Source: an optimization exercise on an open RTL-to-GDS flow (aim: small area). Production flows keep margins and buffers that such runs may drop. Function was checked by simulation only, so behaviour that the tests miss may differ from the original. No activity file was given, so power comes from the tool's default toggle rates.

`flow/flow/run.sh`:
```
#!/bin/bash
# Standard ORFS layout with smaller port buffers, smaller clock buffers and
# no CTS dummy loads.
set -euo pipefail
export BUFFER_PORTS_ARGS="-buffer_cell sky130_fd_sc_hd__buf_1"
export CTS_ARGS="-sink_clustering_enable -repair_clock_nets -dont_use_dummy_load -buf_list sky130_fd_sc_hd__clkbuf_4 -sink_clustering_size 10 -sink_clustering_max_diameter 35"
bash standard.sh > standard.log 2>&1
```
`flow/standard.sh`:
```
#!/bin/bash
# synth_recipe.tcl (not shown) runs the flow's synth.tcl, then flattens the netlist and writes it again
# the make line also repeats each setting of config.mk as NAME=value (left out here)
make -C /OpenROAD-flow-scripts/flow DESIGN_CONFIG=/design/flow/config.mk WORK_HOME=/design/flow/orfs CLKGATE_MAP_FILE= SYNTH_SCRIPT=/design/flow/synth_recipe.tcl "${@:-finish}"
```
`flow/config.mk`:
```
export PLATFORM = sky130hd
export DESIGN_NAME = TopModule
export DESIGN_NICKNAME = TopModule
export VERILOG_FILES = /design/flow/design.v
export SDC_FILE = /design/flow/constraint.sdc
export NUM_CORES = 4
export LEC_CHECK = 0
export CAP_MARGIN = 0
export CORE_MARGIN = 2
export CORE_UTILIZATION = 40
export PLACE_DENSITY = 0.6
export SLEW_MARGIN = 0
export SYNTH_HIERARCHICAL = 1
export SYNTH_MINIMUM_KEEP_SIZE = 0
```
`flow/constraint.sdc`:
```
create_clock -name core_clock -period 20.0 [get_ports {Clk}]
set_input_delay 4.0000 -clock core_clock [delete_from_list [all_inputs] [get_ports {Clk}]]
set_output_delay 4.0000 -clock core_clock [all_outputs]
set_load 0.01 [all_outputs]
```
`flow/design.v`:
```
module TopModule(
input InputKey, ValidCmd, RWMem, ConfigDiv, Reset, Clk,
input[7:0] Addr, InA, InB,
input[3:0] Sel,
input[31:0] DIn,
output CalcActive, CalcMode, Busy, DOutValid, ClkTx,
output [3:0] DataOut);
reg Active, Mode, CorrectInput;
reg [1:0] kst;
always @(posedge Clk or posedge Reset)
begin
    if (Reset)
    begin
        Active <= 1'b0;
        Mode <= 1'b0;
        CorrectInput <= 1'b0;
        kst <= 2'b00;
    end
    else
    begin
        if (ValidCmd && !CorrectInput)
            case ({InputKey, kst})
                3'b1_00: kst <= 2'b01;
                3'b0_01: kst <= 2'b10;
                3'b1_10: kst <= 2'b11;
                3'b0_11: CorrectInput <= 1'b1;
                default: kst <= 2'b00;
            endcase
        if (CorrectInput && !Busy)
        begin
            Active <= 1'b1;
            Mode <= InputKey;
        end
    end
end
reg AccessMem, TxData, BusyR, rwen;
reg [1:0] rwFlag, cs;
wire TxDone;
wire RW = Active && RWMem;
wire RWMemC = AccessMem && cs[1];
wire SampleData = cs[0] ^ (BusyR && rwFlag[0]);
assign Busy = BusyR;
always @(posedge Clk or posedge Reset)
begin
    if (Reset)
    begin
        AccessMem <= 1'b0;
        TxData <= 1'b0;
        BusyR <= 1'b0;
        rwFlag <= 2'b00;
        cs <= 2'b00;
        rwen <= 1'b0;
    end
    else if (Mode == 1'b1 && rwFlag != 2'b10)
    begin
        rwFlag <= 2'b01;
        casex ({cs, ValidCmd, Active, RW, TxDone})
            6'b00_1_1_0_x: {cs, AccessMem, BusyR, rwen} <= 5'b01_1_1_1;
            6'b00_1_1_1_x: {cs, AccessMem, TxData, BusyR, rwen} <= 6'b11_1_1_1_0;
            6'b01_x_1_x_0: {cs, AccessMem} <= 3'b10_0;
            6'b10_x_1_x_0: {cs, TxData} <= 3'b11_1;
            6'b11_x_1_x_x: begin
                TxData <= 1'b0;
                if ((TxDone && rwen) || (!RW && !rwen))
                    {cs, BusyR, TxData, AccessMem} <= 5'b00_0_0_0;
            end
            default: {cs, AccessMem, TxData, BusyR, rwFlag} <= 7'b00_0_0_0_00;
        endcase
    end
    else if (Mode == 1'b0 && rwFlag != 2'b01)
    begin
        rwFlag <= 2'b10;
        casex ({cs, ValidCmd, Active, TxDone})
            5'b00_1_1_x: {cs, BusyR} <= 3'b01_1;
            5'b01_x_1_0: {cs, TxData} <= 3'b10_1;
            5'b10_x_1_x: begin
                TxData <= 1'b0;
                if (TxDone)
                    {cs, BusyR} <= 3'b00_0;
            end
            default: {AccessMem, BusyR, rwFlag} <= 4'b0_0_00;
        endcase
    end
end
wire [19:0] wdata = {Sel, InB, InA};
wire inRange = (Addr[7:3] == 5'd0);
wire memWrite = AccessMem && RWMemC && inRange;
wire memRead = AccessMem && !RWMemC;
reg [19:0] m0, m1, m2, m3, m4, m5, m6, m7;
reg [7:0] mv;
reg [2:0] rdAddr;      
reg rdValid;           
always @(posedge Clk)
begin
    if (memWrite && Addr[2:0] == 3'd0) m0 <= wdata;
    if (memWrite && Addr[2:0] == 3'd1) m1 <= wdata;
    if (memWrite && Addr[2:0] == 3'd2) m2 <= wdata;
    if (memWrite && Addr[2:0] == 3'd3) m3 <= wdata;
    if (memWrite && Addr[2:0] == 3'd4) m4 <= wdata;
    if (memWrite && Addr[2:0] == 3'd5) m5 <= wdata;
    if (memWrite && Addr[2:0] == 3'd6) m6 <= wdata;
    if (memWrite && Addr[2:0] == 3'd7) m7 <= wdata;
end
always @(posedge Clk)
    if (memRead)
        rdAddr <= Addr[2:0];
always @(posedge Clk or posedge Reset)
begin
    if (Reset)
    begin
        mv <= 8'd0;
        rdValid <= 1'b0;
    end
    else
    begin
        if (memWrite)
            mv[Addr[2:0]] <= 1'b1;
        if (memRead)
            rdValid <= inRange;
    end
end
localparam PA = 2'd0, PB = 2'd1, PC = 2'd2, P1 = 2'd3;
reg [31:0] T;         
reg Tl;
reg ClkOut;
reg [1:0] ph;
reg [30:0] d;
wire Tload = !Active && ConfigDiv;
wire Thi0 = (T[31:2] == 30'd0);
wire Tis0 = !Tl || (Thi0 && T[1:0] == 2'd0);
wire Tis1 = Tl && Thi0 && T[1:0] == 2'd1;
wire Tis2 = Thi0 && T[1:0] == 2'd2;
wire dHi0 = (d[30:2] == 29'd0);
wire dGe3 = !dHi0 || d[1:0] == 2'd3;
wire dIs2 = dHi0 && d[1:0] == 2'd2;
wire dEnd = dHi0 && (T[0] ? d[1:0] == 2'd1 : d[1:0] == 2'd2);
wire lowC = !Tis0 && ((ph == PC) || (ph == P1 && !Thi0) || (ph == PA && dGe3));    
wire TxTick = Active && (Tis1 || (!ClkOut && lowC));
wire dReload = ph == P1 || (ph == PA && dIs2);
always @(posedge Clk or posedge Reset)
begin
    if (Reset)
    begin
        Tl <= 1'b0;
        ClkOut <= 1'b0;
    end
    else
    begin
        if (Tload)
            Tl <= 1'b1;
        ClkOut <= Active && (Tis1 || lowC);
    end
end
always @(posedge Clk)
begin
    if (Tload)
        T <= DIn;
    d <= dReload ? T[31:1] : d - 31'd1;
    if (!Active)
        ph <= P1;
    else
        case (ph)
            P1: ph <= Tis2 ? PC : (Thi0 ? PB : PA);
            PA: if (dIs2)
                    ph <= PB;
            PB: if (dEnd)
                    ph <= PC;
            default:
                ph <= P1;
        endcase
end
assign ClkTx = ClkOut;
reg TxStart, DataValid, TxDoneR;
reg [3:0] Dout;
reg [3:0] cnt;        
reg rp;               
reg [19:0] R;
assign TxDone = TxDoneR;
wire load = SampleData && !TxData;
wire start = !SampleData && TxData && DataValid;
wire z = rp && !(rdValid && mv[rdAddr]);
wire [8:0] srcSel = rp ? {1'b0, 8'd1 << rdAddr} : 9'h100;
wire [19:0] src;
genvar gb;
generate for (gb = 0; gb < 20; gb = gb + 1) begin : sp
    SrcBit sb(.m({R[gb], m7[gb], m6[gb], m5[gb], m4[gb], m3[gb], m2[gb], m1[gb], m0[gb]}), .s(srcSel), .o(src[gb]));
end endgenerate
wire [31:0] word;
CalcALU alu(.raw(src), .word(word));
wire [7:0] nibSel = z ? 8'd0 : (8'd1 << cnt[2:0]);
wire [3:0] nib;
genvar gn;
generate for (gn = 0; gn < 4; gn = gn + 1) begin : nb
    NibBit ub(.w({word[gn], word[4 + gn], word[8 + gn], word[12 + gn],
                  word[16 + gn], word[20 + gn], word[24 + gn], word[28 + gn]}),
              .s(nibSel), .o(nib[gn]));
end endgenerate
reg TxStart_n, DataValid_n, TxDone_n;
reg [3:0] cnt_n, Dout_n;
always @(*)
begin
    TxStart_n = TxStart;
    DataValid_n = DataValid;
    TxDone_n = TxDoneR;
    cnt_n = cnt;
    Dout_n = Dout;
    if (load)
    begin
        DataValid_n = 1'b1;
        TxStart_n = 1'b0;
        TxDone_n = 1'b0;
    end
    else if (start)
    begin
        TxStart_n = 1'b1;
        TxDone_n = 1'b0;
    end
    if (TxTick)
    begin
        TxDone_n = 1'b0;
        if (TxStart_n)
        begin
            if (!cnt[3])
            begin
                Dout_n = nib;
                cnt_n = cnt + 4'd1;
            end
            else
            begin
                Dout_n = 4'd0;
                DataValid_n = 1'b0;
                TxDone_n = 1'b1;
                TxStart_n = 1'b0;
                cnt_n = 4'd0;
            end
        end
    end
end
always @(posedge Clk or posedge Reset)
begin
    if (Reset)
    begin
        TxStart <= 1'b0;
        DataValid <= 1'b0;
        TxDoneR <= 1'b0;
        cnt <= 4'd0;
        Dout <= 4'd0;
    end
    else
    begin
        TxStart <= TxStart_n;
        DataValid <= DataValid_n;
        TxDoneR <= TxDone_n;
        cnt <= cnt_n;
        Dout <= Dout_n;
    end
end
always @(posedge Clk)
begin
    if (load)
        rp <= Mode;
    if (load && !Mode)
        R <= wdata;
end
assign CalcActive = Active;
assign CalcMode = Mode;
assign DOutValid = TxStart;
assign DataOut = Dout;
endmodule
module CalcALU(input [19:0] raw, output [31:0] word);
  wire [7:0] A = raw[7:0];
  wire [7:0] B = raw[15:8];
  wire [3:0] S = raw[19:16];
  wire sub = (S != 4'd0);
  wire [7:0] as;
  wire c8;
  AluAddSub u_as(.A(A), .B(B), .sub(sub), .S(as), .co(c8));
  wire [7:0] mul;
  AluMul u_mul(.A(A), .B(B), .P(mul));
  wire [7:0] q;
  AluDiv u_div(.A(A), .B(B), .Q(q));
  wire bSmall = (B[7:3] == 5'd0);
  wire eAdd = (S[3:1] == 3'd0);
  wire eMul = (S == 4'h2);
  wire eDiv = (S == 4'h3) && (B != 8'd0);
  wire eShl = (S == 4'h4);
  wire eShr = (S == 4'h5);
  wire [14:0] sh;
  genvar j;
  generate for (j = 0; j < 8; j = j + 1) begin : sl
    assign sh[7 - j] = eShl && bSmall && (B[2:0] == j);
  end
  for (j = 0; j < 7; j = j + 1) begin : sr
    assign sh[8 + j] = eShr && bSmall && (B[2:0] == j);
  end endgenerate
  wire [7:0] cs;
  generate for (j = 0; j < 8; j = j + 1) begin : co
    assign cs[j] = (eShl && B == 8 - j) || (eShr && bSmall && B[2:0] == j);
  end endgenerate
  reg [3:0] tt;
  always @(*)
    case (S)
      4'h6: tt = 4'b1000;
      4'h7: tt = 4'b1110;
      4'h8: tt = 4'b0110;
      4'h9: tt = 4'b1001;
      4'hA: tt = 4'b0111;
      4'hB: tt = 4'b0001;
      default: tt = 4'b0000;
    endcase
  wire [7:0] Out;
  genvar i;
  generate for (i = 0; i < 8; i = i + 1) begin : ob
    AluOutBit u_o(.v({as[i], mul[i], q[i]}), .e({eAdd, eMul, eDiv}), .A(A), .s(sh[7 - i +: 8]),
                  .a(A[i]), .b(B[i]), .tt(tt), .o(Out[i]));
  end endgenerate
  wire [3:0] Flag;
  assign Flag[0] = (Out == 8'd0) && !(S[3] && S[2]);
  assign Flag[1] = (S == 4'h0 && c8) || (|(A & cs));
  assign Flag[2] = eMul && (A[7:4] != 4'd0) && (B[7:4] != 4'd0);
  assign Flag[3] = (S == 4'h1 || S == 4'h3) && !c8;
  assign word = {Flag, S, Out, B, A};
endmodule
module AluOutBit(input [2:0] v, input [2:0] e, input [7:0] A, input [7:0] s,
                 input a, input b, input [3:0] tt, output o);
  assign o = (|(v & e)) | (|(A & s)) | tt[{a, b}];
endmodule
module AluAddSub(input [7:0] A, input [7:0] B, input sub, output [7:0] S, output co);
  wire [8:0] c;
  assign c[0] = sub;
  genvar j;
  generate for (j = 0; j < 8; j = j + 1) begin : ad
    wire bx;
    AddXor ux(.a(B[j]), .b(sub), .y(bx));
    AddCell ua(.a(A[j]), .b(bx), .ci(c[j]), .s(S[j]), .co(c[j+1]));
  end endgenerate
  assign co = c[8];
endmodule
module AddXor(input a, input b, output y);
  assign y = a ^ b;
endmodule
module AddCell(input a, input b, input ci, output s, output co);
  assign {co, s} = a + b + ci;
endmodule
module AluMul(input [7:0] A, input [7:0] B, output [7:0] P);
  wire [7:0] acc [0:7];
  genvar i, j;
  generate for (j = 0; j < 8; j = j + 1) begin : r0
    MulNand u(.a(A[j]), .b(B[0]), .y(acc[0][j]));
  end
  for (i = 1; i < 8; i = i + 1) begin : mr
    wire [7:0] ppn;
    wire [8:0] cn;    
    for (j = 0; j < i; j = j + 1) begin : lo
      assign acc[i][j] = acc[i-1][j];
    end
    for (j = i; j < 8; j = j + 1) begin : b
      MulNand u(.a(A[j-i]), .b(B[i]), .y(ppn[j]));
      if (j == i && j == 7) begin : t0
        MulXnor2 s(.a(acc[i-1][j]), .b(ppn[j]), .y(acc[i][j]));
      end else if (j == i) begin : h
        MulHalfN s(.a(acc[i-1][j]), .b(ppn[j]), .s(acc[i][j]), .co(cn[j+1]));
      end else if (j == 7) begin : t
        MulXor3 s(.a(acc[i-1][j]), .b(ppn[j]), .c(cn[j]), .y(acc[i][j]));
      end else begin : f
        MulFull s(.a(acc[i-1][j]), .b(ppn[j]), .ci(cn[j]), .s(acc[i][j]), .co(cn[j+1]));
      end
    end
  end endgenerate
  assign P = ~acc[7];
endmodule
module MulNand(input a, input b, output y); assign y = ~(a & b); endmodule
module MulHalfN(input a, input b, output s, output co);
  MulXnor2 us(.a(a), .b(b), .y(s));
  MulOr2 uc(.a(a), .b(b), .y(co));
endmodule
module MulOr2(input a, input b, output y); assign y = a | b; endmodule
module MulXnor2(input a, input b, output y); assign y = ~(a ^ b); endmodule
module MulXor3(input a, input b, input c, output y);
  wire ab;
  MulXor2 u0(.a(a), .b(b), .y(ab));
  MulXor2 u1(.a(ab), .b(c), .y(y));
endmodule
module MulXor2(input a, input b, output y); assign y = a ^ b; endmodule
module MulFull(input a, input b, input ci, output s, output co); assign {co, s} = a + b + ci; endmodule
module AluDiv(input [7:0] A, input [7:0] B, output [7:0] Q);
  wire [7:0] nB = ~B;
  wire [7:0] rem [0:8];
  assign rem[8] = 8'd0;
  genvar i, j;
  generate for (i = 7; i >= 0; i = i - 1) begin : dv
    localparam W = 8 - i;
    localparam INV = (W % 2 == 0);    
    wire ai = INV ? ~A[i] : A[i];
    wire [W-1:0] x;
    if (W == 1) assign x = ai; else assign x = {rem[i+1][W-2:0], ai};
    wire [7:0] bb = INV ? B : nB;
    wire [W:0] c;
    wire [W-1:0] df;
    for (j = 0; j < W; j = j + 1) begin : b
      if (j == 0) begin : h
        if (INV) begin : n
          DivHalfI u(.x(x[0]), .b(bb[0]), .s(df[0]), .co(c[1]));
        end else begin : p
          DivHalfT u(.x(x[0]), .b(B[0]), .s(df[0]), .co(c[1]));
        end
      end else if (W == 8) begin : k
        DivCarry u(.x(x[j]), .nb(bb[j]), .ci(c[j]), .co(c[j+1]));
      end else begin : f
        DivCell u(.x(x[j]), .nb(bb[j]), .ci(c[j]), .s(df[j]), .co(c[j+1]));
      end
    end
    wire hz;
    if (W == 8) assign hz = 1'b1; else assign hz = ~|B[7:W];
    assign Q[i] = hz & (INV ? ~c[W] : c[W]);
    if (W == 8) assign rem[i] = 8'd0;
    else begin : rs
      wire [W-1:0] rn;
      for (j = 0; j < W; j = j + 1) begin : m
        DivMux u(.a(x[j]), .b(df[j]), .s(Q[i]), .o(rn[j]));
      end
      assign rem[i] = {{(8-W){1'b0}}, rn};
    end
  end endgenerate
endmodule
module DivCell(input x, input nb, input ci, output s, output co);
  assign {co, s} = x + nb + ci;
endmodule
module DivHalfT(input x, input b, output s, output co);
  DivXor ux(.a(x), .b(b), .y(s));
  DivOrN uo(.a(x), .bn(b), .y(co));
endmodule
module DivXor(input a, input b, output y);
  assign y = a ^ b;
endmodule
module DivOrN(input a, input bn, output y);
  assign y = a | ~bn;
endmodule
module DivHalfI(input x, input b, output s, output co);
  assign s = x ^ b;
  assign co = x & b;
endmodule
module DivCarry(input x, input nb, input ci, output co);
  assign co = (x & nb) | (x & ci) | (nb & ci);
endmodule
module DivMux(input a, input b, input s, output o);
  assign o = !(s ? b : a);
endmodule
module SrcBit(input [8:0] m, input [8:0] s, output o);
  wire n0, n1, n2;
  Aoi222 u0(.a(m[0]), .b(s[0]), .c(m[1]), .d(s[1]), .e(m[2]), .f(s[2]), .y(n0));
  Aoi222 u1(.a(m[3]), .b(s[3]), .c(m[4]), .d(s[4]), .e(m[5]), .f(s[5]), .y(n1));
  Aoi222 u2(.a(m[6]), .b(s[6]), .c(m[7]), .d(s[7]), .e(m[8]), .f(s[8]), .y(n2));
  assign o = ~(n0 & n1 & n2);
endmodule
module NibBit(input [7:0] w, input [7:0] s, output o);
  wire n0, n1, n2;
  Aoi222 u0(.a(w[0]), .b(s[0]), .c(w[1]), .d(s[1]), .e(w[2]), .f(s[2]), .y(n0));
  Aoi222 u1(.a(w[3]), .b(s[3]), .c(w[4]), .d(s[4]), .e(w[5]), .f(s[5]), .y(n1));
  Aoi222 u2(.a(w[6]), .b(s[6]), .c(w[7]), .d(s[7]), .e(1'b0), .f(1'b0), .y(n2));
  assign o = ~(n0 & n1 & n2);
endmodule
module Aoi222(input a, input b, input c, input d, input e, input f, output y);
  assign y = ~((a & b) | (c & d) | (e & f));
endmodule
```
==> impl_metrics.env, run 1 <==
export IMPL_vias=9771
export IMPL_synthFlopType="edfxtp_1"
export IMPL_post_cts_buffers=0
export IMPL_start_util_pct=40.6
export IMPL_synth_cell_type_count=68
export IMPL_die_area_um2=37500
export IMPL_syn_to_final_growth_pct=8.46
export IMPL_multi_input_area_um2=6040
export IMPL_clockRootBuffer="clkbuf_4"
export IMPL_swShare_pct=41.7
export IMPL_clk_insertion_delay_late_ns=0.66
export IMPL_initialDrtViolationCount=1323
export IMPL_crit_arrival_ns=18.85
export IMPL_p_per_area_nw_per_um2=147
export IMPL_seqPwrFrac_pct=33.9
export IMPL_finalHoldViolCount=0
export IMPL_synthCells=1120
export IMPL_dp_cells=1655
export IMPL_routed_wl_um=32900
export IMPL_grt_max_degree=51
export IMPL_grt_ovfl_total=0
export IMPL_synth_area_um2=14400
export IMPL_core_area_um2=35500
export IMPL_yosysWarnings=10
export IMPL_die_h_um=194
export IMPL_cpLargestDelayFamily="adder cells"
export IMPL_crit_fanout=18
export IMPL_row_count=69
export IMPL_fin_crit_ns=18.37
export IMPL_cp_slowest_cell="nor2_1"
export IMPL_first_pass_iters=6
export IMPL_ys_ff_latch=284
export IMPL_layout_worst_path_cycle_share_pct=91.8
export IMPL_cts_tree="yes"
export IMPL_switching_power_mw=0.955
export IMPL_slew_headroom_pct=21.9
export IMPL_p_leak_nw=5.24
export IMPL_routabilityCongestion=0.926
export IMPL_netlist_area_leader_share_pct=45.1
export IMPL_cts_hold_buf=0
export IMPL_synth_edff_count=216
export IMPL_ios=75
export IMPL_hold_path_class="flop to flop"
export IMPL_yosys_area_top_type="edfxtp_1"
export IMPL_start_kind="flop"
export IMPL_drtAntennaViolNets=0
export IMPL_slowest_delay_ns=0.68
export IMPL_fmax_ghz=0.0544
export IMPL_cts_max_level=2
export IMPL_final_cells=1694
export IMPL_yosys_top_cells_area="edfxtp_1 45%, fa_1 6.1%, dfrtp_1 6.1%, a222oi_1 5.6%, dfxtp_1 4.6%"
export IMPL_drv_max_cap_violation_count=0
export IMPL_port_buffers=74
export IMPL_cts_buffers=38
export IMPL_ir_drop_v=0.000137
export IMPL_path_clk_slew_ns=0.10
export IMPL_nets=1365
export IMPL_cp_num_buf_inv=5
export IMPL_status="no timing/DRC/antenna violations"
export IMPL_clkSinkCount=284
export IMPL_ys_seq_area_share_pct=55.7
export IMPL_worstSetupEndpointType="flop"
export IMPL_die_width_um=194
export IMPL_p_int_mw=1.34
export IMPL_critical_path_class="flop to flop"
export IMPL_combPwrFrac_pct=54.8
export IMPL_clock_skew_ns=0.0628
export IMPL_crit_top_cell="fa_1"
export IMPL_grt_setup_unrepaired="false"
export IMPL_drive_gt1_share_pct=10.3
export IMPL_tightest_slew_ns=1.17
export IMPL_slew_viol_final=0
export IMPL_drcViolationCount=0
export IMPL_syn_avg_cell_area_um2=12.9
export IMPL_fin_tns_setup_ns=0
export IMPL_fillers=3253
export IMPL_antenna_found_initial=1
export IMPL_holdWs_ns=0.471
export IMPL_wire_per_inst_um=19.4
export IMPL_track_usage_pct=17.6
export IMPL_clkPwrFrac_pct=11.3
export IMPL_grt_pass1_wl_um=52900
export IMPL_place_hpwl_um=21900
export IMPL_async_flop_share_pct=12.3
export IMPL_postCtsResizedCells=0
export IMPL_clock_path_buffers=3
export IMPL_fin_util_pct=44.0
export IMPL_setup_viol=0
export IMPL_ff_latch_area_um2=8020
export IMPL_grt_pass1_vias=9715
export IMPL_vias_per_cell=5.77
export IMPL_crit_required_ns=20.49
==> layout by cell type, fill, tap and decap left out, types with 12 or more instances in the layout <==
master,count
edfxtp_1,216
nand2_1,110
a222oi_1,80
buf_1,74
nor2_1,53
fa_1,44
o21ai_0,42
xor2_1,41
inv_1,38
clkbuf_4,38
mux2i_1,37
dfrtp_1,35
buf_4,35
dfxtp_1,33
nand3_1,30
nand2b_1,28
nor4_1,21
xnor2_1,21
ha_1,21
nor3_1,18
a22oi_1,17
or2_1,14
and3_1,12
a21oi_1,12
==> state kept, by name (all words and copies together) (netlist names), 3 cells and up <==
register	flops
d	31
m2	20
m1	20
m7	20
T	32
rdAddr	3
m3	20
Dout	4
m4	20
cnt	4
m6	20
m5	20
mv	8
m0	20
R	20
==> worst register-to-register path: cells and delay by family (launching register included) <==
kind	cells	cell delay, ns
AOI/OAI and AO/OA	4	0.65
adders and majority gates	28	10.65
buffers and inverters	5	1.03
DFF	1	0.53
muxes	8	1.53
and+or+nand+nor	18	3.89
==> Yosys stat by module (local to each module, per instance), excerpt <==
module | flip-flops and latches | area [um^2] | cells
DivOrN | 0 | 6.26 | 1
SrcBit | 0 | 5.00 | 1
AluDiv | 0 | 129 | 20
AddXor | 0 | 8.76 | 1
TopModule | 284 | 10400 | 668
AluMul | 0 | 30.0 | 8
MulNand | 0 | 3.75 | 1
MulOr2 | 0 | 6.26 | 1
CalcALU | 0 | 616 | 100
==> power groups by stage <==
stage / Clock, mW / Combinational [mW] / Sequential (mW)
2_1_floorplan: 0 / 0.975 / 0.774
3_3_place_gp: 0 / 1.23 / 0.789
3_5_place_dp: 0 / 1.26 / 0.791
4_1_cts: 0.271 / 1.26 / 0.778
5_1_grt: 0.293 / 1.41 / 0.791
6_report: 0.258 / 1.26 / 0.777
==> cell usage after synthesis, types with 7 or more instances <==
cell	count
maj3_2	7
a21oi_1	12
edfxtp_1	216
nor2_1	57
xnor2_1	21
mux4_2	10
clkbuf_1	10
dfrtp_1	35
fa_1	44
nor3_1	21
buf_4	20
a221oi_1	10
a22oi_1	17
nand2b_1	28
nor2b_1	11
and3_1	12
o21ai_1	8
nor4_1	21
inv_1	38
dfxtp_1	33
mux2i_1	37
nand3_1	30
a222oi_1	80
or2_1	14
mux2_2	11
o21ai_0	42
nand4_1	11
nand2_1	110
a22o_1	9
ha_1	21
buf_2	7
xor2_1	41
==> worst paths after layout <==
kind	from	end	slack, ns	cells after the start
setup / recovery	rdAddr[0]	Dout[0]	1.63	63
hold / removal	T[12]	d[11]	0.47	2
setup reg to reg	rdAddr[0]	Dout[0]	1.63	63
hold reg to reg	T[12]	d[11]	0.47	2
max in group asynchronous	Reset	rdValid	16.20	3
min in group asynchronous	Reset	mv[4]	3.43	3
==> metrics by stage <==
stage | cell area, um^2 | power [mW] | worst slack (ns)
after floorplan | 14400 | 1.75 | 1.68
after global placement | 15300 | 2.02 | 2.16
after detailed placement | 15300 | 2.05 | 1.67
after CTS | 15600 | 2.31 | 1.58
after global routing | 15600 | 2.50 | 0.757
final | 15600 | 2.29 | 1.63
==> cell type report <==
| cell class | count | share of cell area (%) |
|---|---|---|
| Multi-Input combinational cell | 763 | 38.7 |
| Timing Repair Buffer | 109 | 3.46 |
| Antenna cell | 1 | 0.0160 |
| Clock buffer | 38 | 1.83 |
| Tap cell | 461 | 3.69 |
| Inverter | 38 | 0.914 |
| Sequential cell | 284 | 51.4 |
==> logic make-up after synthesis <==
logic type / Yosys count / share of synthesized area, %
compound gates: 212 / 11.8
xor+xnor: 62 / 3.77
fa+ha+maj: 72 / 8.49
buf+inv: 77 / 2.59
flops: 284 / 55.7
mux: 58 / 5.00
other cells: 4 / 0.104
simple gates: 351 / 12.5
==> per-layer routing <==
metal	wire [um]	track usage, %	vias up	share of wire (%)
met2	15900	29.2	396	48
met5	0	0	-	0
met3	2280	2.45	61	6.9
met1	13900	23.9	4758	42
met4	757	5.34	0	2.3
li1	-	-	4556	-
==> run 2, diff against run 1 <==
--- a/flow/design.v
+++ b/flow/design.v
@@ -126,3 +126,5 @@
 reg [1:0] ph;
-reg [30:0] d;
+reg [30:0] dq;        
+wire [30:0] d = dq ^ 31'h55555555;
+wire [30:0] dqNext;
 wire Tload = !Active && ConfigDiv;
@@ -139,2 +141,3 @@
 wire dReload = ph == P1 || (ph == PA && dIs2);
+DownCount dcount(.dq(dq), .h(T[31:1]), .reload(dReload), .dqNext(dqNext));
 always @(posedge Clk or posedge Reset)
@@ -157,3 +160,3 @@
         T <= DIn;
-    d <= dReload ? T[31:1] : d - 31'd1;
+    dq <= dqNext;
     if (!Active)
@@ -465 +468,29 @@
 endmodule
+module DownCount(input [30:0] dq, input [30:0] h, input reload, output [30:0] dqNext);
+  wire [31:0] y;
+  assign y[0] = 1'b1;
+  genvar i;
+  generate for (i = 0; i < 31; i = i + 1) begin : g
+    if (i % 2 == 0) begin : e
+      CntEven ub(.q(dq[i]), .y(y[i]), .h(h[i]), .r(reload), .qn(dqNext[i]));
+      CntNand uc(.a(dq[i]), .b(y[i]), .o(y[i+1]));
+    end else begin : o
+      CntOdd ub(.q(dq[i]), .y(y[i]), .h(h[i]), .r(reload), .qn(dqNext[i]));
+      CntNor uc(.a(dq[i]), .b(y[i]), .o(y[i+1]));
+    end
+  end endgenerate
+endmodule
+module CntEven(input q, input y, input h, input r, output qn);
+  wire t = ~(q ^ y);
+  assign qn = ~(r ? h : t);
+endmodule
+module CntOdd(input q, input y, input h, input r, output qn);
+  wire t = ~(q ^ y);
+  assign qn = r ? h : t;
+endmodule
+module CntNand(input a, input b, output o);
+  assign o = ~(a & b);
+endmodule
+module CntNor(input a, input b, output o);
+  assign o = ~(a | b);
+endmodule
--- a/flow/flow/run.sh
+++ b/flow/flow/run.sh
@@ -4,2 +4,4 @@
 set -euo pipefail
+# timing-driven placement, but keep none of its trial buffering
+export GPL_KEEP_OVERFLOW=0
 export BUFFER_PORTS_ARGS="-buffer_cell sky130_fd_sc_hd__buf_1"
==> run 2 against run 1 <==
Effect of this change: total power grew 1.4%; setup slack lost 0.50 ns; combinational power is essentially flat; register-to-register slack lost 0.50 ns; clock-buffer cell count is the same; critical path type unchanged; worst hold slack lost 0.021 ns; sequential power is essentially flat; still clean; global-route usage grew 0.27 points; largest power group unchanged.
==> impl_metrics.env, run 2 <==
export IMPL_status="no timing/DRC/antenna violations"
export IMPL_layout_worst_path_cycle_share_pct=94.3
export IMPL_routed_wl_um=32700
export IMPL_cts_tree="yes"
export IMPL_drcViolationCount=0
export IMPL_grt_pass1_wl_um=52000
export IMPL_clock_skew_ns=0.0612
export IMPL_initialDrtViolationCount=1279
export IMPL_crit_arrival_ns=19.35
export IMPL_core_area_um2=35400
export IMPL_path_clk_slew_ns=0.09
export IMPL_ff_latch_area_um2=8020
export IMPL_drive_gt1_share_pct=9.98
export IMPL_yosysMostFrequentCell="edfxtp_1"
export IMPL_final_common_cell="edfxtp_1"
export IMPL_met1_usage_pct=23.8
export IMPL_die_h_um=193
export IMPL_port_buffers=74
export IMPL_synth_common_cells="216 x edfxtp_1, 98 x nand2_1, 80 x a222oi_1"
export IMPL_worstSetupEndpointType="flop"
export IMPL_ys_seq_area_share_pct=56.1
export IMPL_slew_headroom_pct=13.1
export IMPL_cp_num_buf_inv=2
export IMPL_fmax_ghz=0.0530
export IMPL_start_kind="flop"
export IMPL_drv_max_cap_violation_count=0
export IMPL_grt_ovfl_total=0
export IMPL_slowest_delay_ns=0.66
export IMPL_yosys_area_top_type="edfxtp_1"
export IMPL_min_from="T[9]"
export IMPL_yosys_top_cells_area="edfxtp_1 45%, fa_1 6.2%, dfrtp_1 6.1%, a222oi_1 5.6%, dfxtp_1 4.6%"
export IMPL_cts_buffers=38
export IMPL_clk_insertion_delay_late_ns=0.65
export IMPL_reg2reg_slack_ns=1.14
export IMPL_row_count=69
export IMPL_ir_drop_v=0.0000809
export IMPL_worstHoldEndpoint="dq[8]"
export IMPL_setup_viol=0
export IMPL_p_int_mw=1.35
export IMPL_slew_viol_final=0
export IMPL_largest_reg_flops=32
export IMPL_cpLargestDelayFamily="adder cells"
export IMPL_swShare_pct=41.7
export IMPL_combPwrFrac_pct=55.4
export IMPL_fin_crit_ns=18.86
export IMPL_clkSinkCount=284
export IMPL_async_flop_share_pct=12.3
export IMPL_tightest_slew_ns=1.30
export IMPL_p_leak_nw=5.20
export IMPL_track_usage_pct=17.8
export IMPL_cp_slowest_cell="or4_4"
export IMPL_syn_to_final_growth_pct=8.78
export IMPL_critical_path_class="flop to flop"
export IMPL_p_per_area_nw_per_um2=149
export IMPL_grt_max_degree=36
export IMPL_r2r_cells=58
export IMPL_multi_input_area_um2=6070
export IMPL_synthFlopType="edfxtp_1"
export IMPL_rr_startpoint="rdAddr[0]"
export IMPL_fin_util_pct=43.9
export IMPL_finalHoldViolCount=0
export IMPL_synth_cell_type_count=76
export IMPL_wire_per_inst_um=20.0
export IMPL_drtAntennaViolNets=0
export IMPL_hold_path_class="flop to flop"
export IMPL_antenna_found_initial=3
export IMPL_crit_required_ns=20.49
export IMPL_ios=75
export IMPL_vias=9523
export IMPL_routabilityCongestion=0.903
export IMPL_rr_endpoint="Dout[0]"
export IMPL_grt_pass1_vias=9463
export IMPL_grt_util_met3_pct=2.61
export IMPL_clkPwrFrac_pct=11.2
export IMPL_p_total_mw=2.32
export IMPL_grt_use_met2_pct=29.6
export IMPL_first_pass_iters=10
export IMPL_cts_hold_buf=0
export IMPL_clockRootBuffer="clkbuf_4"
export IMPL_netlist_area_leader_share_pct=45.4
export IMPL_nets=1301
export IMPL_place_hpwl_um=22200
export IMPL_crit_top_cell="fa_1"
export IMPL_clock_path_buffers=3
export IMPL_synth_edff_count=216
export IMPL_crit_fanout=13
export IMPL_reg_largest_list="T x32, dq x31"
export IMPL_seqPwrFrac_pct=33.4
export IMPL_synth_area_um2=14300
export IMPL_die_area_um2=37300
export IMPL_start_util_pct=40.4
export IMPL_worst_hold_path_num_cells=1
export IMPL_ys_ff_latch=284
export IMPL_cts_max_level=2
export IMPL_grt_busiest_layer="met2"
export IMPL_fillers=3266
export IMPL_regMostFlops="T"
export IMPL_vias_per_cell=5.83
export IMPL_synthCells=1076
export IMPL_syn_avg_cell_area_um2=13.3
export IMPL_yosysWarnings=10
export IMPL_die_width_um=193
export IMPL_switching_power_mw=0.968
export IMPL_final_cell_mix="216 x edfxtp_1, 98 x nand2_1, 80 x a222oi_1"
run 2: cell types whose count changed after synthesis, sizes merged, moves of 8 or more:
cell,before,now
mux2i,37,50
nand2,110,98
nand2b,28,19
nor4,25,17
o21ai,50,30
run 2: worst max-delay path by stage:
| stage | from | to | slack [ns] | cells past startpoint |
|---|---|---|---|---|
| 2_1_floorplan | rdAddr[2] | Dout[0] | 1.86 | 58 |
| 3_3_place_gp | rdAddr[2] | Dout[0] | -0.91 | 57 |
| 3_5_place_dp | rdAddr[0] | Dout[0] | 0.23 | 58 |
| 4_1_cts | rdAddr[0] | Dout[0] | 0.16 | 58 |
| 5_1_grt | rp | Dout[0] | -0.02 | 57 |
| 6_report | rdAddr[0] | Dout[0] | 1.14 | 58 |
run 2: cell families after synthesis:
family	Yosys count	share of synthesized area (%)
mux	65	5.52
fa+ha+maj	68	8.20
flops	284	56.1
compound gates	203	12.0
buf+inv	72	2.42
other cells	5	0.131
xor+xnor	65	3.98
simple gates	314	11.6
run 2: per-stage QoR:
step	hold WS [ns]	TNS, ns	setup WS [ns]	instance area, um^2	cells
6_report	0.450	0	1.14	15500	1634
5_1_grt	0.481	-0.0203	-0.0203	15500	1634
4_1_cts	0.441	0	0.156	15500	1633
3_5_place_dp	0.453	0	0.226	15200	1595
3_3_place_gp	0.452	-0.911	-0.911	15000	1584
2_1_floorplan	0.423	0	1.86	14300	1081
run 2: power groups by stage:
stage / clock (mW) / sequential (mW) / combinational (mW)
after global placement: 0 / 0.789 / 1.25
after global routing: 0.292 / 0.787 / 1.45
final: 0.261 / 0.776 / 1.29
after CTS: 0.271 / 0.776 / 1.29
after floorplan: 0 / 0.769 / 1.03
after detailed placement: 0 / 0.788 / 1.28
run 2: metal layers:
metal / vias up / part of all wire, % / routed length (um)
li1: 4383 / - / -
met1: 4687 / 42 / 13800
met2: 369 / 49 / 16000
met3: 80 / 6.1 / 1980
met4: 4 / 2.8 / 913
met5: - / 0.082 / 27
run 2: cell type report:
cell class | instances | share of cell area (%)
Antenna cell | 1 | 0.0161
Multi-Input combinational cell | 725 | 39.0
Inverter | 40 | 0.966
Tap cell | 461 | 3.71
Sequential cell | 284 | 51.6
Timing Repair Buffer | 85 | 2.86
Clock buffer | 38 | 1.83
run 2: timing repair:
action	in CTS	in global routing
gates resized for setup	0	9
endpoints found under the setup margin	0	1
setup buffers	0	0
run 2: modules after synthesis, one instance, submodules excluded, excerpt:
module	cell area, um^2	flops+latches	copies in the design	cells inside
MulNand	3.75	0	36	1
AddXor	8.76	0	8	1
MulFull	20.0	0	15	1
CntNand	3.75	0	15	1
AluDiv	129	0	1	20
AluMul	30.0	0	1	8
AddCell	20.0	0	8	1
run 2: worst register-to-register path, delay by kind of cell (launching register included):
family	cells	cell delay, ns
buffers and inverters	2	0.25
AND/OR/NAND/NOR	16	4.61
AO/OA/AOI/OAI	5	1.07
adder cells (fa/ha/maj)	28	10.82
multiplexers	7	1.47
flip-flops	1	0.53
==> run 3, diff against run 2 <==
--- a/flow/flow/run.sh
+++ b/flow/flow/run.sh
@@ -4,4 +4,2 @@
 set -euo pipefail
-# timing-driven placement, but keep none of its trial buffering
-export GPL_KEEP_OVERFLOW=0
 export BUFFER_PORTS_ARGS="-buffer_cell sky130_fd_sc_hd__buf_1"
==> run 3 against run 2 <==
Effect of this change: clock-buffer cell count grew 1; sequential share of layout area is essentially flat; via count grew 0.33%; setup slack gained 0.47 ns; global-route usage grew 0.32 points; critical endpoint unchanged; critical path depth grew 2; highest routed layer unchanged; final cell count grew 1.5%; register-to-register slack gained 0.47 ns; non-clock buffer count grew 23; cell area is essentially flat; synthesized cell count is the same; sequential power is essentially flat.
==> impl_metrics.env, run 3 <==
export IMPL_status="no timing/DRC/antenna violations"
export IMPL_place_ws_ns=1.75
export IMPL_largest_reg_flops=32
export IMPL_synth_area_um2=14300
export IMPL_grt_max_degree=36
export IMPL_start_util_pct=40.4
export IMPL_cts_buffers=39
export IMPL_multi_input_area_um2=5980
export IMPL_routed_wl_um=33500
export IMPL_final_cell_mix="216 x edfxtp_1, 98 x nand2_1, 80 x a222oi_1"
export IMPL_slowest_delay_ns=0.77
export IMPL_drive_gt1_share_pct=10.3
export IMPL_cp_num_buf_inv=4
export IMPL_ys_seq_area_share_pct=56.1
export IMPL_antenna_found_initial=3
export IMPL_track_usage_pct=18.1
export IMPL_wire_per_inst_um=20.2
export IMPL_first_pass_iters=11
export IMPL_yosys_top_cells_area="edfxtp_1 45%, fa_1 6.2%, dfrtp_1 6.1%, a222oi_1 5.6%, dfxtp_1 4.6%"
export IMPL_fin_ws_ns=1.61
export IMPL_die_h_um=193
export IMPL_cts_max_level=2
export IMPL_synth_edff_count=216
export IMPL_die_area_um2=37300
export IMPL_yosysWarnings=10
export IMPL_final_common_cell="edfxtp_1"
export IMPL_slew_viol_final=0
export IMPL_clk_insertion_delay_late_ns=0.68
export IMPL_initialDrtViolationCount=1211
export IMPL_cts_tree="yes"
export IMPL_yosys_area_top_type="edfxtp_1"
export IMPL_clock_skew_ns=0.0950
export IMPL_fillers=3260
export IMPL_clock_path_buffers=3
export IMPL_tightest_slew_ns=1.19
export IMPL_vias=9554
export IMPL_finalHoldViolCount=0
export IMPL_ir_drop_v=0.0000883
export IMPL_synthFlopType="edfxtp_1"
export IMPL_start_kind="flop"
export IMPL_place_hpwl_um=22400
export IMPL_synthCells=1076
export IMPL_ios=75
export IMPL_reg_largest_list="T x32, dq x31"
export IMPL_layout_worst_path_cycle_share_pct=91.9
export IMPL_fin_util_pct=44.0
export IMPL_grt_setup_unrepaired="false"
export IMPL_clockRootBuffer="clkbuf_4"
export IMPL_post_cts_buffers=0
export IMPL_p_per_area_nw_per_um2=152
export IMPL_cpLargestDelayFamily="adder cells"
export IMPL_row_count=69
export IMPL_cp_slowest_cell="or4_4"
export IMPL_routabilityCongestion=0.858
export IMPL_clkSinkCount=284
export IMPL_grt_pass1_wl_um=52400
export IMPL_fin_crit_ns=18.39
export IMPL_netlist_area_leader_share_pct=45.4
export IMPL_slew_headroom_pct=20.7
export IMPL_core_area_um2=35400
export IMPL_die_width_um=193
export IMPL_drcViolationCount=0
export IMPL_drtAntennaViolNets=0
export IMPL_async_flop_share_pct=12.3
export IMPL_synth_cell_type_count=76
export IMPL_syn_avg_cell_area_um2=13.3
export IMPL_fmax_ghz=0.0544
export IMPL_postCtsResizedCells=0
export IMPL_drv_max_cap_violation_count=0
export IMPL_grt_ovfl_total=0
export IMPL_p_leak_nw=5.26
export IMPL_syn_to_final_growth_pct=8.83
export IMPL_worstSetupEndpointType="flop"
export IMPL_vias_per_cell=5.76
export IMPL_crit_arrival_ns=18.86
export IMPL_nets=1325
export IMPL_crit_fanout=20
export IMPL_fin_tns_setup_ns=0
export IMPL_port_buffers=74
export IMPL_critical_path_class="flop to flop"
export IMPL_grt_pass1_vias=9449
export IMPL_path_clk_slew_ns=0.10
export IMPL_yosysMostFrequentCell="edfxtp_1"
export IMPL_ys_ff_latch=284
export IMPL_crit_top_cell="fa_1"
export IMPL_synth_common_cells="216 x edfxtp_1, 98 x nand2_1, 80 x a222oi_1"
export IMPL_regMostFlops="T"
export IMPL_setup_viol=0
export IMPL_crit_required_ns=20.47
export IMPL_ff_latch_area_um2=8020
export IMPL_cts_hold_buf=0
export IMPL_p_total_mw=2.37
export IMPL_hold_path_class="flop to flop"
==> run 3: Yosys stat by module, one instance, submodules excluded, excerpt <==
module	cell area (um^2)	copies in the design
AddXor	8.76	8
AluDiv	129	1
AluOutBit	77.6	8
Aoi222	10.0	72
CntEven	18.8	16
CntNor	3.75	15
DivCarry	11.3	7
DivCell	20.0	21
DivMux	10.0	28
DivXor	8.76	4
MulFull	20.0	15
MulNand	3.75	36
MulXor2	8.76	12
NibBit	8.76	4
SrcBit	5.00	20
==> run 3: where the power goes <==
part | internal, mW | switching (mW) | leakage, nW
Clock | 0.0898 | 0.177 | 0.179
Combinational | 0.563 | 0.763 | 2.42
Sequential | 0.710 | 0.0653 | 2.66
Total | 1.36 | 1.01 | 5.26
==> run 3: path summary, 6_finish.rpt <==
check                           from  endpoint  slack (ns)  depth (start not counted)
setup / recovery           rdAddr[0]   Dout[0]        1.61                         60
min in group asynchronous      Reset    kst[0]        3.42                          3
setup reg to reg           rdAddr[0]   Dout[0]        1.61                         60
hold reg to reg                T[19]    dq[18]        0.46                          1
hold / removal                 T[19]    dq[18]        0.46                          1
max in group asynchronous      Reset   Dout[0]       16.19                          3
==> run 3: metrics by stage <==
step                instance area [um^2]  hold WS (ns)  instances
floorplan                          14300         0.423       1081
global placement                   15300         0.452       1618
detailed placement                 15300         0.448       1618
CTS                                15600         0.463       1657
global route                       15600         0.479       1658
finish                             15600         0.456       1658
==> run 3: worst reg2reg max path, delay by kind of cell (launching register included) <==
kind / cells / cell delay (ns)
compound gates: 5 / 1.10
fa+ha+maj: 28 / 10.59
buf+inv: 4 / 0.71
flops: 1 / 0.54
mux: 7 / 1.24
simple gates: 16 / 4.04
==> run 3: per-layer routing <==
metal  GRT usage [%]  share of wire, %  vias to the layer above
li1                -                 -                     4436
met1            24.6                43                     4671
met2            29.1                47                      374
met3            3.66               7.5                       69
met4            6.32               2.3                        4
met5               0             0.072                        -
==> run 3: layout make-up <==
type                            count  share of cell area (%)
Inverter                           40                   0.965
Sequential cell                   284                    51.6
Multi-Input combinational cell    725                    38.4
Antenna cell                        1                  0.0161
Timing Repair Buffer              108                    3.43
Tap cell                          461                    3.71
Clock buffer                       39                    1.88
==> run 3: cells by family (layout without fill, tap and decap cells) <==
logic type	count (synthesis)	count (layout)	share of synthesized area [%]
fa+ha+maj	68	68	8.20
simple gates	314	314	11.6
other cells	5	11	0.131
xor+xnor	65	65	3.98
buf+inv	72	187	2.42
mux	65	65	5.52
compound gates	203	203	12.0
flops	284	284	56.1
==> run 4, diff against run 3 <==
==> flow/flow/run.sh (replaced) <==
#!/bin/bash
# Standard ORFS layout with smaller port buffers, smaller clock buffers and
# no CTS dummy loads.
set -euo pipefail
export BUFFER_PORTS_ARGS="-buffer_cell sky130_fd_sc_hd__buf_1"
export CTS_ARGS="-sink_clustering_enable -repair_clock_nets -dont_use_dummy_load -buf_list sky130_fd_sc_hd__clkbuf_4 -sink_clustering_size 10 -sink_clustering_max_diameter 50"
bash standard.sh > standard.log 2>&1
==> run 4 against run 3 <==
Effect of this change: still clean on timing, DRC and antenna; synthesized area is the same; routed wire length shrank 0.30%; core utilization shrank 0.078 points; total power shrank 0.52%; sequential share of layout area grew 0.091 points; sequential power is essentially flat; fmax grew 0.56%; sequential cell count is the same; critical path type unchanged.
==> impl_metrics.env, run 4 <==
export IMPL_yosysWarnings=10
export IMPL_cts_hold_buf=0
export IMPL_cts_tree="yes"
export IMPL_grt_pass1_wl_um=52200
export IMPL_crit_top_cell="fa_1"
export IMPL_slew_headroom_pct=21.3
export IMPL_clockRootBuffer="clkbuf_4"
export IMPL_first_pass_iters=7
export IMPL_yosys_top_cells_area="edfxtp_1 45%, fa_1 6.2%, dfrtp_1 6.1%, a222oi_1 5.6%, dfxtp_1 4.6%"
export IMPL_ir_drop_v=0.0000938
export IMPL_place_hpwl_um=22400
export IMPL_synth_edff_count=216
export IMPL_clkPwrFrac_pct=10.8
export IMPL_slew_viol_final=0
export IMPL_fmax_ghz=0.0547
export IMPL_setup_viol=0
export IMPL_reg2reg_slack_ns=1.71
export IMPL_layout_worst_path_cycle_share_pct=91.4
export IMPL_drive_gt1_share_pct=9.98
export IMPL_crit_fanout=20
export IMPL_drcViolationCount=0
export IMPL_p_per_area_nw_per_um2=152
export IMPL_p_int_mw=1.35
export IMPL_combPwrFrac_pct=56.3
export IMPL_synth_area_um2=14300
export IMPL_slowest_delay_ns=0.76
export IMPL_place_area_um2=15300
export IMPL_finalHoldViolCount=0
export IMPL_fin_tns_setup_ns=0
export IMPL_reg_largest_list="T x32, dq x31"
export IMPL_rr_endpoint="Dout[0]"
export IMPL_seqPwrFrac_pct=32.9
export IMPL_regMostFlops="T"
export IMPL_start_kind="flop"
export IMPL_vias_per_cell=5.76
export IMPL_status="no timing/DRC/antenna violations"
export IMPL_ys_seq_area_share_pct=56.1
export IMPL_synthCells=1076
export IMPL_clock_path_buffers=3
export IMPL_row_count=69
export IMPL_worstHoldEndpoint="dq[24]"
export IMPL_synth_common_cells="216 x edfxtp_1, 98 x nand2_1, 80 x a222oi_1"
export IMPL_track_usage_pct=18.1
export IMPL_drv_max_cap_violation_count=0
export IMPL_drtAntennaViolNets=0
export IMPL_grt_setup_unrepaired="false"
export IMPL_die_area_um2=37300
export IMPL_tightest_slew_ns=1.18
export IMPL_routabilityCongestion=0.858
export IMPL_syn_to_final_growth_pct=8.64
export IMPL_nets=1321
export IMPL_yosysMostFrequentCell="edfxtp_1"
export IMPL_cts_max_level=2
export IMPL_ys_ff_latch=284
export IMPL_async_flop_share_pct=12.3
export IMPL_final_common_cell="edfxtp_1"
export IMPL_postCtsResizedCells=0
export IMPL_clkSinkCount=284
export IMPL_vias=9535
export IMPL_worst_hold_path_num_cells=1
export IMPL_largest_reg_flops=32
export IMPL_path_clk_slew_ns=0.11
export IMPL_swShare_pct=42.5
export IMPL_switching_power_mw=1.00
export IMPL_ios=75
export IMPL_synthFlopType="edfxtp_1"
export IMPL_routed_wl_um=33400
export IMPL_initialDrtViolationCount=1171
export IMPL_rr_startpoint="rdAddr[0]"
export IMPL_clock_skew_ns=0.0396
export IMPL_yosys_area_top_type="edfxtp_1"
export IMPL_syn_avg_cell_area_um2=13.3
export IMPL_synth_cell_type_count=76
export IMPL_fillers=3273
export IMPL_grt_ovfl_total=0
export IMPL_clk_insertion_delay_late_ns=0.65
export IMPL_antenna_found_initial=3
export IMPL_post_cts_buffers=0
export IMPL_die_h_um=193
export IMPL_port_buffers=74
export IMPL_netlist_area_leader_share_pct=45.4
export IMPL_critical_path_class="flop to flop"
export IMPL_fin_util_pct=43.9
export IMPL_final_cell_mix="216 x edfxtp_1, 98 x nand2_1, 80 x a222oi_1"
export IMPL_crit_arrival_ns=18.82
export IMPL_final_area_um2=15500
export IMPL_cts_buffers=35
export IMPL_crit_required_ns=20.54
export IMPL_hold_path_class="flop to flop"
export IMPL_grt_max_degree=36
export IMPL_core_area_um2=35400
export IMPL_p_leak_nw=5.24
export IMPL_grt_pass1_vias=9418
export IMPL_cp_slowest_cell="or4_4"
export IMPL_fin_crit_ns=18.29
export IMPL_worstSetupEndpointType="flop"
export IMPL_r2r_cells=60
export IMPL_wire_per_inst_um=20.2
export IMPL_die_width_um=193
export IMPL_min_from="T[25]"
export IMPL_start_util_pct=40.4
==> run 4: cell types whose count changed in the layout (fill, tap and decap cells not counted), sizes merged <==
cell | previous run | this run
clkbuf | 39 | 35
diode | 1 | 2
==> run 4: worst max path at each step <==
| stage | slack (ns) | from | endpoint |
|---|---|---|---|
| after floorplan | 1.86 | rdAddr[2] | Dout[0] |
| after global placement | 2.17 | rdAddr[0] | Dout[0] |
| after detailed placement | 1.75 | rdAddr[0] | Dout[0] |
| after CTS | 1.72 | rdAddr[0] | Dout[0] |
| after global routing | 0.76 | rdAddr[0] | Dout[0] |
| final | 1.71 | rdAddr[0] | Dout[0] |
==> run 4: worst max-delay path, delay by kind of cell (launching register included) <==
| kind | cells | cell delay (ns) |
|---|---|---|
| adders and majority gates | 28 | 10.58 |
| and+or+nand+nor | 16 | 3.99 |
| AOI/OAI and AO/OA | 5 | 1.12 |
| muxes | 7 | 1.24 |
| DFF | 1 | 0.55 |
| buffers and inverters | 4 | 0.70 |
==> run 4: Yosys stat by module, one instance, submodules excluded, excerpt <==
module,flip-flops and latches,cell area (um^2),cells
DivCell,0,20.0,1
CntEven,0,18.8,2
MulXnor2,0,8.76,1
AluDiv,0,129,20
AddCell,0,20.0,1
TopModule,284,9610,516
DivXor,0,8.76,1
NibBit,0,8.76,2
AddXor,0,8.76,1
MulXor2,0,8.76,1
AluMul,0,30.0,8
==> run 4: logic make-up (layout without fill, tap and decap cells) <==
kind of cell,Yosys count,after routing,synth area share [%]
compound gates,203,203,12.0
xor+xnor,65,65,3.98
simple gates,314,314,11.6
flops,284,284,56.1
buf+inv,72,183,2.42
fa+ha+maj,68,68,8.20
other cells,5,12,0.131
mux,65,65,5.52
==> run 4: per-stage QoR <==
| step | setup slack (ns) | cells | total power [mW] | hold WS [ns] |
|---|---|---|---|---|
| after CTS | 1.72 | 1653 | 2.37 | 0.470 |
| after global routing | 0.757 | 1654 | 2.55 | 0.484 |
| final | 1.71 | 1655 | 2.36 | 0.463 |
| after detailed placement | 1.75 | 1618 | 2.11 | 0.448 |
| after floorplan | 1.86 | 1081 | 1.80 | 0.423 |
| after global placement | 2.17 | 1618 | 2.09 | 0.452 |
==> run 4: layout make-up <==
type	instances	area (um^2)	share of cell area, %
clock buffer	35	263	1.69
antenna	2	5.00	0.0322
sequential	284	8020	51.7
timing repair buffer	108	533	3.43
multi-input combinational	725	5980	38.5
inverter	40	150	0.967
tap	461	577	3.71
==> run 4: metal layers <==
layer / routed length [um] / track usage (%)
met1: 14400 / 24.6
met2: 15800 / 29.1
met3: 2400 / 3.86
met4: 775 / 6.26
met5: 26 / 0
==> run 4: power groups by stage <==
stage	clock network (mW)	logic, mW	registers (mW)
after floorplan	0	1.03	0.769
after global placement	0	1.31	0.788
after detailed placement	0	1.32	0.788
after CTS	0.267	1.33	0.776
after global routing	0.288	1.48	0.788
final	0.255	1.33	0.775

==> afterwards: timing with drivers on the ports <==
No port has a modelled driver above. Below, the same layouts with a new extraction and two added sets of constraints.
Step 1: set_driving_cell puts a clkbuf_16 on Clk and a buf_2 on each other input, an assumption about the parent block.
Step 2 moves the port delays by t, midway between the first and last clock arrival at a register: inputs arrive t later, outputs are due t later. That takes back most of the time a late clock gives input paths.
Three values: ideal, step 1, step 2; two values: the first two.
run	shift t [ns]	setup WS [ns]	cell pins on the clock port's net
run 1	0.665	1.634 / 1.634 / 1.634	1
run 2	0.648	1.139 / 1.139 / 1.139	1
run 3	0.675	1.613 / 1.613 / 1.613	1
run 4	0.677	1.714 / 1.714 / 1.714	1
After both steps every run listed still meets setup and hold.
